This is an optimization exercise on Yosys and OpenROAD, whose aim is small area, a short achievable clock period and few clock cycles, not a production implementation.
Function was checked by simulation only, so behaviour that the tests miss may differ from the original.
Power figures rest on the tool's default switching activity, not on a simulated workload.

File: design/flow/design.v
module mips_top (input         clk,
                 input         rst,
                 input         port_sel,
                 input         port_en,
                 input  [31:0] user_input,
                 input  [31:0] mem_rdata,
                 output [7:0]  mem_addr,
                 output [31:0] mem_wdata,
                 output        mem_we,
                 output [31:0] outport,
                 output        halted);
    reg [31:0] inport0, inport1, outp;
    always @(posedge clk) begin
        if (port_en && !port_sel) inport0 <= user_input;
        if (port_en &&  port_sel) inport1 <= user_input;
    end
    assign outport = outp;
    reg  [7:0]  ma;      
    reg         fv;      
    reg  [7:0]  ra;      
    reg  [7:0]  da;      
    reg  [7:0]  da1;     
    reg         dv;      
    reg         dbp;     
    reg         dtk;     
    reg         btb_v, btb_1, btb_2, btb_f;
    reg  [7:0]  ras;
    reg  [7:0]  btb_a, btb_t;
    reg         mwe;
    reg  [31:0] mwd;
    assign mem_addr  = ma;
    assign mem_we    = mwe;
    assign mem_wdata = mwd;
    reg         ldm;     
    reg  [4:0]  ldm_rt;
    reg         ldw;     
    reg  [4:0]  ldw_rt;
    reg         hlt;
    assign halted = hlt;
    reg         rst_q;
    always @(posedge clk)
        rst_q <= rst;
    reg  [31:0] ir;
    reg         iv;
    reg         ir_bp;   
    reg         ir_btb;  
    reg  [31:0] rpc;     
    reg         xv;
    reg  [31:0] xa, xb;  
    reg  [31:0] xalt;    
    reg         mq;      
    reg  [29:0] aq;      
    reg  [15:0] ximm;
    reg  [4:0]  x_wa;    
    reg         x_wr;    
    reg         x_sub, x_rsum, x_rand, x_ror, x_rxor, x_rsll, x_rsrl, x_rslt;
    reg         x_lw, x_sw, x_beq, x_bne, x_pred, x_jr, x_mult, x_sgn, x_halt, x_btb;
    wire [5:0]  op    = ir[31:26];
    wire [5:0]  fn    = ir[5:0];
    wire [4:0]  rs    = ir[25:21];
    wire [4:0]  rt    = ir[20:16];
    wire [4:0]  rd    = ir[15:11];
    wire [15:0] imm   = ir[15:0];
    wire rtype   = (op == 6'h00);
    wire f_addu  = rtype && (fn == 6'h21);
    wire f_subu  = rtype && (fn == 6'h23);
    wire f_and   = rtype && (fn == 6'h24);
    wire f_or    = rtype && (fn == 6'h25);
    wire f_xor   = rtype && (fn == 6'h26);
    wire f_sll   = rtype && (fn == 6'h00);
    wire f_srl   = rtype && (fn == 6'h02 || fn == 6'h03);
    wire f_slt   = rtype && (fn == 6'h2a || fn == 6'h2b);
    wire f_mult  = rtype && (fn == 6'h18 || fn == 6'h19);
    wire f_mfhi  = rtype && (fn == 6'h10);
    wire f_mflo  = rtype && (fn == 6'h12);
    wire f_jr    = rtype && (fn == 6'h08);
    wire i_add   = (op == 6'h09) || (op == 6'h0a);
    wire i_and   = (op == 6'h0c);
    wire i_or    = (op == 6'h0d);
    wire i_xor   = (op == 6'h0e);
    wire i_sub   = (op == 6'h10);
    wire i_lw    = (op == 6'h23);
    wire i_sw    = (op == 6'h2b);
    wire i_beq   = (op == 6'h04);
    wire i_bne   = (op == 6'h05);
    wire i_j     = (op == 6'h02);
    wire i_jal   = (op == 6'h03);
    wire i_halt  = (op == 6'h3f);
    wire lw_p0   = i_lw && (imm == 16'hFFF8);
    wire lw_p1   = i_lw && (imm == 16'hFFFC);
    wire lw_mem  = i_lw && !lw_p0 && !lw_p1;
    wire i_alu   = i_add || i_and || i_or || i_xor || i_sub;
    wire branch  = i_beq || i_bne;
    wire pred    = ir_bp;             
    wire r_wr = rtype ? !(f_mult || f_jr) :
                (i_alu || lw_p0 || lw_p1 || i_jal);
    wire [4:0] r_wa = rtype ? rd : (i_jal ? 5'd31 : rt);
    wire a_zero = lw_p0 || lw_p1 || i_jal || f_mfhi || f_mflo;
    wire b_rt   = !(i_alu || lw_p0 || lw_p1 || i_jal || f_mfhi || f_mflo);
    wire [31:0] rf_a, rf_b;
    reg         w_we;
    reg  [4:0]  w_wa;
    reg  [31:0] w_wd;
    register_file i_rf (.clk(clk), .rst(rst_q), .we(w_we), .wa(w_wa), .wd(w_wd),
                        .ra0(rs), .ra1(rt), .rd0(rf_a), .rd1(rf_b));
    wire        mbusy;
    wire [31:0] hi, lo;
    wire        x_exec  = xv && !ldw && !hlt;
    wire        x_free  = !xv || x_exec;
    wire        x_free_d = !(xv && ldw);       
    wire [31:0] sum     = xa + (x_sub ? ~xb : xb) + {31'd0, x_sub};
    wire        lt      = (xa[31] ^ xb[31]) ? xa[31] : sum[31];
    function [31:0] rev32(input [31:0] v);
        integer i;
        for (i = 0; i < 32; i = i + 1) rev32[i] = v[31 - i];
    endfunction
    wire [31:0] shin    = x_rsll ? rev32(xb) : xb;
    wire [31:0] shr     = shin >> ximm[10:6];
    wire [31:0] shout   = x_rsll ? rev32(shr) : shr;
    wire [31:0] x_res   = ({32{x_rsum}} & sum)
                        | ({32{x_rand}} & (xa & xb))
                        | ({32{x_ror}}  & (xa | xb))
                        | ({32{x_rxor}} & (xa ^ xb))
                        | ({32{x_rsll | x_rsrl}} & shout)
                        | {31'd0, x_rslt & lt};
    mips_mul i_mul (.clk(clk), .rst(rst_q), .start(x_exec && x_mult), .sgn(x_sgn),
                    .a(xa), .b(xb), .busy(mbusy), .hi(hi), .lo(lo));
    wire        eq       = (xa == xb);
    wire        taken    = (x_beq && eq) || (x_bne && !eq);
    wire        mispred  = (x_beq || x_bne) && (taken != x_pred);
    wire        jr_miss  = x_jr && (xa[9:2] != rpc[9:2]);
    wire        x_redir  = x_exec && (mispred || jr_miss);
    wire [31:0] xtarget  = x_jr ? xa : xalt;
    wire [9:0]  dsum     = xa[9:0] + ximm[9:0];
    wire [31:0] zimm_x   = {16'd0, ximm};
    wire [31:0] K        = 32'h0000FFFC;
    wire [31:0] cneed    = xa ^ zimm_x ^ K;
    wire [31:0] cgen     = {(xa[30:0] & zimm_x[30:0]) | ((xa[30:0] ^ zimm_x[30:0]) & ~K[30:0]), 1'b0};
    wire        to_port  = (cneed == cgen);
    wire        x_mem    = x_exec && (x_lw || (x_sw && !to_port));
    function automatic ldhit(input [4:0] l);
        ldhit = (l != 5'd0) && (rs == l || rt == l || (rtype && rd == l) || (i_jal && l == 5'd31));
    endfunction
    wire haz = (xv && x_lw && ldhit(x_wa)) || (ldm && ldhit(ldm_rt)) || (ldw && ldhit(ldw_rt)) ||
               ((f_mfhi || f_mflo) && (mbusy || (xv && x_mult))) ||
               (xv && x_jr);                  
    wire r_adv   = iv && x_free_d && !haz;      
    wire r_go    = r_adv && !hlt && !x_redir;
    wire r_jump  = i_j || i_jal || f_jr || (branch && pred);
    wire [31:0] rpc4    = rpc + 32'd4;
    wire [31:0] btarget = {rpc[31:2] + {14'd0, imm} + 30'd1, 2'b00};
    wire [31:0] rtarget = (i_j || i_jal) ? {rpc4[31:28], ir[25:0], 2'b00} :
                          f_jr ? {rpc[31:10], ras, 2'b00} : btarget;
    wire fxa = xv && x_wr && (x_wa == rs) && !a_zero;
    wire fxb = xv && x_wr && (x_wa == rt) && b_rt;
    wire fwa = !a_zero && !fxa && w_we && (w_wa == rs);
    wire fwb = b_rt && !fxb && w_we && (w_wa == rt);
    wire fra = !a_zero && !fxa && !fwa;
    wire frb = b_rt && !fxb && !fwb;
    wire [31:0] b_alt  = ({32{i_alu}}  & {16'd0, imm})
                       | ({32{lw_p0}}  & inport0)
                       | ({32{lw_p1}}  & inport1)
                       | ({32{i_jal}}  & rpc4)
                       | ({32{f_mfhi}} & hi)
                       | ({32{f_mflo}} & lo);
    wire [31:0] a_next = ({32{fxa}} & x_res) | ({32{fwa}} & w_wd) | ({32{fra}} & rf_a);
    wire [31:0] b_next = ({32{fxb}} & x_res) | ({32{fwb}} & w_wd) | ({32{frb}} & rf_b) | b_alt;
    wire ir_free = r_adv || !iv;
    wire btb_hit = btb_v && fv && (ma == btb_a);
    wire btb_x   = btb_f ? btb_2 : btb_1;
    wire btb_tk  = btb_hit && !btb_x;
    wire accept  = dv && !x_redir && ir_free;
    wire d_op_j  = (mem_rdata[31:27] == 5'b00001);
    wire d_op_b  = (mem_rdata[31:27] == 5'b00010) && mem_rdata[7];
    wire d_op_jr = (mem_rdata[31:26] == 6'd0) && (mem_rdata[5:0] == 6'h08);
    wire d_jump  = accept && !dbp && (d_op_j || d_op_b || d_op_jr);
    wire [7:0] dtarget = d_op_j ? mem_rdata[7:0] : d_op_jr ? ras : da1 + mem_rdata[7:0];
    wire drop    = dv && !x_redir && !ir_free;
    reg [7:0] seq_base;
    always @(*) begin
        if (x_redir)      seq_base = xtarget[9:2];
        else if (drop)    seq_base = da;
        else if (!fv)     seq_base = ra;
        else if (btb_tk)  seq_base = btb_t;
        else              seq_base = ma + 8'd1;
    end
    wire [7:0] seq_next = d_jump ? dtarget : seq_base;
    always @(posedge clk) begin
        if (rst) begin
            ma     <= 8'd0;
            fv     <= 1'b1;
            dv     <= 1'b0;
            mwe    <= 1'b0;
            ldm    <= 1'b0;
            ldw    <= 1'b0;
            iv     <= 1'b0;
            xv     <= 1'b0;
            hlt    <= 1'b0;
            w_we   <= 1'b0;
            mq     <= 1'b0;
            btb_v  <= 1'b0;
            ras    <= 8'd0;
        end else begin
            if (iv && i_jal)
                ras <= rpc4[9:2];
            if (iv && branch && pred && !(btb_v && btb_a == rpc[9:2])) begin
                btb_v <= 1'b1;
                btb_1 <= 1'b0;
                btb_2 <= 1'b0;
                btb_f <= 1'b0;
                btb_a <= rpc[9:2];
                btb_t <= btarget[9:2];
            end else begin
                if (x_exec && (x_beq || x_bne) && (x_btb || x_pred)) begin
                    btb_1 <= taken && (xa == 32'd1) && (xb == 32'd0);
                    btb_2 <= taken && (xa == 32'd2) && (xb == 32'd0);
                end
                if (btb_hit)
                    btb_f <= 1'b1;
                else if (x_exec && (x_beq || x_bne) && (x_btb || x_pred))
                    btb_f <= 1'b0;
            end
            dv <= fv && !x_redir && !drop && !d_jump;
            if (x_mem) begin
                ma <= dsum[9:2];
                fv <= 1'b0;
            end else begin
                ma <= seq_next;
                fv <= 1'b1;
            end
            if (x_redir)
                iv <= 1'b0;
            else if (ir_free)
                iv <= accept;
            mq <= x_exec && mispred;
            w_we <= ldw ? (ldw_rt != 5'd0) : (x_exec && x_wr);
            if (r_go)
                xv <= 1'b1;
            else if (x_exec)
                xv <= 1'b0;
            mwe  <= x_exec && x_sw && !to_port;
            ldm  <= x_exec && x_lw;
            ldw  <= ldm;
            if (x_exec && x_halt)
                hlt <= 1'b1;
        end
    end
    always @(posedge clk) begin
        if (rst)
            outp <= 32'd0;
        else if (x_exec && x_sw && to_port)
            outp <= xb;
    end
    always @(posedge clk) begin
            if (rst_q)
                rpc <= 32'd0;
            else if (x_exec && x_jr)
                rpc <= xa;
            else if (mq)
                rpc <= {aq, 2'b00};
            else if (r_go)
                rpc <= r_jump ? rtarget : rpc4;
    end
    always @(posedge clk) begin
        da  <= ma;
        da1 <= ma + 8'd1;
        aq  <= xalt[31:2];
        if (x_mem)
            ra <= seq_next;
        dbp <= btb_hit;
        dtk <= btb_tk;
        if (ir_free) begin
            ir    <= mem_rdata;
            ir_bp  <= (dbp && dtk) || d_jump;
            ir_btb <= dbp;
        end
        if (x_free_d) begin
            xa     <= a_next;
            xb     <= b_next;
            xalt   <= pred ? rpc4 : btarget;
            ximm   <= imm;
            x_wa   <= r_wa;
            x_wr   <= r_wr && (r_wa != 5'd0);
            x_sub  <= f_subu || i_sub || f_slt;
            x_rsum <= !(f_and || i_and || f_or || i_or || f_xor || i_xor || f_sll || f_srl || f_slt);
            x_rand <= f_and || i_and;
            x_ror  <= f_or  || i_or;
            x_rxor <= f_xor || i_xor;
            x_rsll <= f_sll;
            x_rsrl <= f_srl;
            x_rslt <= f_slt;
            x_lw   <= lw_mem;
            x_sw   <= i_sw;
            x_beq  <= i_beq;
            x_bne  <= i_bne;
            x_pred <= pred;
            x_btb  <= ir_btb;
            x_jr   <= f_jr;
            x_mult <= f_mult;
            x_sgn  <= !fn[0];
            x_halt <= i_halt;
        end
        mwd    <= xb;
        ldm_rt <= x_wa;
        ldw_rt <= ldm_rt;
        w_wa   <= ldw ? ldw_rt : x_wa;
        w_wd   <= ldw ? mem_rdata : x_res;
    end
endmodule
module register_file (input             clk,
                      input             rst,
                      input             we,
                      input      [4:0]  wa,
                      input      [31:0] wd,
                      input      [4:0]  ra0,
                      input      [4:0]  ra1,
                      output     [31:0] rd0,
                      output     [31:0] rd1);
    wire [31:0] wsel = we ? (32'd1 << wa) : 32'd0;
    wire [31:0] wbus = rst ? 32'd0 : wd;
    wire [31:0] rv [0:31];
    assign rv[0] = 32'd0;
    genvar r;
    generate
        for (r = 1; r < 32; r = r + 1) begin : g_reg
            reg [31:0] q;
            always @(posedge clk)
                if (rst || wsel[r])
                    q <= wbus;
            assign rv[r] = q;
        end
    endgenerate
    assign rd0 = rv[ra0];
    assign rd1 = rv[ra1];
endmodule
module mips_mul (input             clk,
                 input             rst,
                 input             start,
                 input             sgn,
                 input      [31:0] a,
                 input      [31:0] b,
                 output            busy,
                 output     [31:0] hi,
                 output     [31:0] lo);
    reg [32:0] ma;     
    reg [35:0] mb;     
    reg [33:0] acc;    
    reg [3:0]  cnt;    
    reg        one0, two0, neg0, one1, two1, neg1;    
    assign busy = (cnt != 4'd0);
    assign hi   = {acc[27:0], mb[35:32]};
    assign lo   = mb[31:0];
    function [2:0] booth(input [2:0] t);
        case (t)
            3'b001, 3'b010: booth = 3'b100;    
            3'b011:         booth = 3'b010;    
            3'b100:         booth = 3'b011;    
            3'b101, 3'b110: booth = 3'b101;    
            default:        booth = 3'b000;    
        endcase
    endfunction
    wire [37:0] ax   = {{5{ma[32]}}, ma};
    wire [37:0] sel0 = one0 ? ax : (two0 ? {ax[36:0], 1'b0} : 38'd0);
    wire [37:0] sel1 = one1 ? ax : (two1 ? {ax[36:0], 1'b0} : 38'd0);
    wire [37:0] r0   = sel0 ^ {38{neg0}};                     
    wire [37:0] r1x  = sel1 ^ {38{neg1}};
    wire [37:0] r1   = {r1x[35:0], neg1, neg1};               
    wire [37:0] r2   = {{4{acc[33]}}, acc};
    wire [37:0] s    = r0 ^ r1 ^ r2;
    wire [37:0] c    = {((r0 & r1) | (r0 & r2) | (r1 & r2)), neg0};
    wire [37:0] sum  = s + c + {37'd0, neg1};
    wire [35:0] bx   = {sgn ? {4{b[31]}} : 4'b0, b};
    always @(posedge clk) begin
        if (rst) begin
            acc <= 34'd0;
            mb  <= 36'd0;
            cnt <= 4'd0;
        end else if (start) begin
            mb  <= bx;
            acc <= 34'd0;
            cnt <= 4'd9;
        end else if (busy) begin
            acc <= sum[37:4];
            mb  <= {sum[3:0], mb[35:4]};
            cnt <= cnt - 4'd1;
        end
    end
    always @(posedge clk) begin
        if (start) begin
            ma <= {sgn & a[31], a};
            {one0, two0, neg0} <= booth({bx[1], bx[0], 1'b0});
            {one1, two1, neg1} <= booth({bx[3], bx[2], bx[1]});
        end else begin
            {one0, two0, neg0} <= booth({mb[5], mb[4], mb[3]});
            {one1, two1, neg1} <= booth({mb[7], mb[6], mb[5]});
        end
    end
endmodule
File: design/flow/flow/run.sh
#!/bin/bash
set -o pipefail
bash standard.sh SETUP_SLACK_MARGIN=10 finish > standard.log 2>&1
File: design/flow/standard.sh
#!/bin/bash
# synth_recipe.tcl (not shown) runs the flow's synth.tcl, then flattens the netlist and writes it again
# the make line also repeats each setting of config.mk as NAME=value (left out here)
make -C /OpenROAD-flow-scripts/flow DESIGN_CONFIG=/design/flow/config.mk WORK_HOME=/design/flow/orfs CLKGATE_MAP_FILE= SYNTH_SCRIPT=/design/flow/synth_recipe.tcl "${@:-finish}"
File: design/flow/config.mk
export PLATFORM = sky130hd
export DESIGN_NAME = mips_top
export DESIGN_NICKNAME = mips_top
export VERILOG_FILES = /design/flow/design.v
export SDC_FILE = /design/flow/constraint.sdc
export NUM_CORES = 8
export LEC_CHECK = 0
export CAP_MARGIN = 20
export CORE_MARGIN = 2
export CORE_UTILIZATION = 62
export CTS_CLUSTER_DIAMETER = 60
export CTS_CLUSTER_SIZE = 20
export PLACE_DENSITY = 0.75
export SLEW_MARGIN = 20
File: design/flow/constraint.sdc
create_clock -name core_clock -period 14.0 [get_ports {clk}]
set_input_delay 2.8000 -clock core_clock [delete_from_list [all_inputs] [get_ports {clk}]]
set_output_delay 2.8000 -clock core_clock [all_outputs]
set_load 0.01 [all_outputs]
==> results by group <==
STA
  – Maximum clock rate: 238 MHz
  – Setup TNS: 0 ns
  – Final Worst Setup Slack: approximately 9.8 ns
  – Final setup fails: 0
  – Hold Vio Cnt, Final: 0
  – Final min period: 4.20 ns
  – Period utilisation layout: 30.0%
  – RSZ-0062 raised after global routing: true
  – Rel. slew slack: 6.92%
  – Pins Over Slew Limit: 0
  – Slew @ Worst Pin: 1.39 ns
  – Worst Hold Slack: roughly 0.34 ns
  – Layout Skew: 0.0574 ns

Clocking
  – CTS sink count: roughly 1,600
  – Worst-case clock buffer depth: 3
  – CTS root buf: clkbuf_16
  – CTS tree: done
  – Clk latency of the worst-skew pair: between 0.8 and 0.9 ns
  – Worst-path clk slew: 0.08 ns
  – CTS Buf Count: 120
  – CTS H-Tree Depth: 3
  – Cts hold-fix bufs: 0

Yosys
  – Area leader, netlist: edfxtp_1
  – Syn avg cell area: 12.0 sq um
  – Mapped Area: around 0.078 sq mm
  – Top-count cell post-synth: edfxtp_1
  – YS warnings: 3
  – Post-synth ARST share: 0%
  – Synth top area cells: edfxtp_1 49%, dfxtp_1 7.6%, a221oi_1 4.1%
  – Post-synth top area share: 49.2%
  – Synthesized Nets: 6,827
  – Cell count after synthesis: 6,515
  – Sequential element share of the synthesized area: a little under three fifths
  – Number of flops mapped to enable cells by yosys: around 1,300
  – Ys flop type: edfxtp_1
  – Post-synth top cells: 1,284 x edfxtp_1, 418 x nand2_1, 406 x clkbuf_1, 389 x nor2_1, 366 x a221oi_1
  – Seq cells post-synth: 1,583
  – Unique cell type count in the Yosys netlist: 97

Place
  – DP Wirelength: 204 mm
  – Final Wtd Congestion: 1.09
  – Pre-CTS setup slack: 8.08 ns
  – Port Buffer Count: 141

Global route
  – Grt ovf: 0
  – Largest net degree at the start of global routing: 86
  – Number of global-route vias before repair: 63,700
  – Antenna violations before repair: 27
  – All-Layer GR Usage: 52.6%
  – First-pass GRT wire length: 480 mm

Power and ir drop
  – P_leak: 32.3 nW
  – Logic pwr share: 22.3%
  – Pwr dens: about 150 mW/mm^2
  – Final Total Pwr: 13.3 mW
  – Reg power frac: 50.3%
  – Clock network fraction of design power: 27.4%
  – Peak VDD IR: 150 uV
  – Sw Pwr: 4.56 mW
  – Net Sw Frac: 34.2%
  – Internal Pwr Total: roughly 9 mW

Detailed routing
  – Pre-Repair DR Iteration Count: 14
  – Via density per instance: 8.20
  – Final antenna-violating net count: 0
  – Vias: 69,000
  – Initial DRC count: 16,200
  – DRC viols: 0
  – DR WL/cell: 41.7 microns
  – Post-Route WL: 351 mm

Die
  – Die area: 0.129 sq mm
  – Die Ht: about 360 microns
  – Row count: 130
  – I/O Pins: approximately 140
  – Starting Density: 62.4%
  – CORE AREA: ~0.13 sq mm
  – Die width: 360 microns

Worst hold path
  – Hold Path Class: flop to flop
  – Hold Path Sink: aq[11]
  – HP Start: xalt[13]
  – WHS Path Cells: 0

Worst setup path
  – Flop-to-flop setup slack: about 10 ns
  – CP arrival: 4.75 ns
  – Crit path cell chain: or2_2 -> nor2_4 -> buf_4 -> a22o_1 -> a221oi_1 -> nand4_1 -> nor3_1 -> nor2_1 -> a221o_1
  – Max incr delay on CP: 0.76 ns
  – Setup CP Type: flop to flop
  – CP startpoint kind: flop
  – WP buf/inv: 1
  – R2r startpoint: ir[21]
  – Worst EP required: 14.55 ns
  – CP endpoint kind: flop
  – Crit path max-delay family: simple AND/OR/NAND/NOR gates
  – Worst R2R Path Depth: 9
  – Crit path max fanout: 32
  – Critical path's slowest cell: edfxtp_1
  – R2r endpoint: xa[7]

Run status
  – Status: timing/DRC/antenna clean

Flow run
  – Max-cap violations: 0

Final layout
  – Area delta synth->final: 13.8%
  – Post-layout nets: 6,978
  – Layout cell share with drive strength beyond 1: 16.6%
[area by class of cell]
type | count | area, sq um
flip-flops and latches | 1583 | 44700
fillers | 8623 | 36400
multi-input cells | 4301 | 33400
repair buffers | 505 | 4380
clock buffers | 134 | 3090
well taps | 1650 | 2060
clock inverters | 75 | 953
inverters | 155 | 589
diodes | 18 | 45.0
[worst register-to-register path, delay by kind of cell, from the launching register on]
kind,cells,cell delay [ns]
flops,1,0.76
simple gates,5,1.69
compound gates,3,1.09
buf+inv,1,0.41
[layer usage]
layer	part of all wire, %	vias to the layer above	global-route usage [%]
li1	-	26100	-
met5	0.16	-	1.18
met3	18	2551	25.6
met4	11	38	40.6
met2	39	7765	72.1
met1	31	32600	63.2
[kinds of logic after synthesis]
kind of cell / count (synthesis) / share of synthesized area [%]
compound gates: 1969 / 19.0
flops: 1583 / 56.8
buf+inv: 633 / 3.09
xor+xnor: 330 / 3.69
fa+ha+maj: 244 / 4.35
simple gates: 1501 / 9.13
mux: 255 / 3.89
[power groups by stage]
stage	Sequential, mW	Clock (mW)	Combinational [mW]
4_1_cts	6.66	3.62	2.68
6_report	6.71	3.66	2.97
3_5_place_dp	6.81	0	2.55
5_1_grt	6.75	3.79	3.04
2_1_floorplan	6.51	0	1.50
3_3_place_gp	6.79	0	2.52
[flip-flops by register name (all words and copies together) (netlist names), 32 cells and up]
register / count
i_mul.acc: 34
i_mul.mb: 36
outp: 32
w_wd: 32
i_mul.ma: 33
xb: 32
mwd: 32
rpc: 32
ir: 32
i_rf.g.q: 992
inport1: 32
inport0: 32
xa: 32
[timing repair]
item | 4_1_cts | 5_1_grt
gates resized for setup | 573 | 185
pin swaps | 19 | 62
endpoints found under the hold margin | 0 | 0
setup endpoints to repair | 247 | 199
gates cloned | 3 | 4
buffers inserted | 64 | 85
[placed cells by master, fill, tap and decap left out, types with 145 or more instances in the layout]
cell type  netlist  layout
nand3_1        184     179
a22oi_1        303     301
buf_4            5     336
a22o_1         329     329
mux2i_1        173     171
nand2_1        418     394
xnor2_1        181     180
dfxtp_1        299     235
inv_1          149     145
ha_1           197     180
xor2_1         149     147
edfxtp_1      1284    1284
a221oi_1       366     362
nor2_1         389     323
o21ai_0        254     209
a21oi_1        240     223
[worst max-delay path by stage]
stage	endpoint	cells past startpoint	slack (ns)	startpoint
6_report	xa[7]	9	9.80	ir[21]
5_1_grt	i_mul.acc[25]	18	9.85	i_mul.one0
4_1_cts	mem_wdata[11]	1	9.90	mwd[11]
3_5_place_dp	ma[2]	10	8.08	mem_rdata[29]
3_3_place_gp	ma[2]	10	8.07	mem_rdata[29]
2_1_floorplan	ra[4]	9	9.38	mem_rdata[0]
[through the flow]
step	utilization, %	std cells	instance area (sq um)
global route	71.0	8407	89100
global placement	65.6	8036	82400
detailed placement	65.6	8036	82400
floorplan	-	6515	78400
finish	71.0	8421	89200
CTS	69.8	8312	87600
Testbench counts, summed over its fixed seeds: cycles 184,562.

## separate check: timing with driven ports
Ports are ideal in the flow. The routed layout listed here was re-timed in OpenROAD.
Step 1 sets driving cells, clkbuf_16 on the clock port and buf_2 on the other inputs (assumed; they add their load-dependent delay and slew).
Step 2, shift: input delay + t, output delay - t, t = (earliest + latest rising clock arrival at the registers) / 2. This alone moves slack from input paths to output paths.
Three values: ideal ports, drivers, drivers and shift; two values: the first two.
shift t [ns]: 0.887
setup slack, ns: 9.799 / 9.799 / 9.103
worst hold slack (ns): 0.341 / 0.341 / 0.341
worst setup path after step 2: input to register
clock arrival spread, ns: 0.063 / 0.063
After both steps setup and hold are still met in this run. For this run, drivers alone change the setup slack by 0.000 ns; drivers and shift together by -0.696 ns.
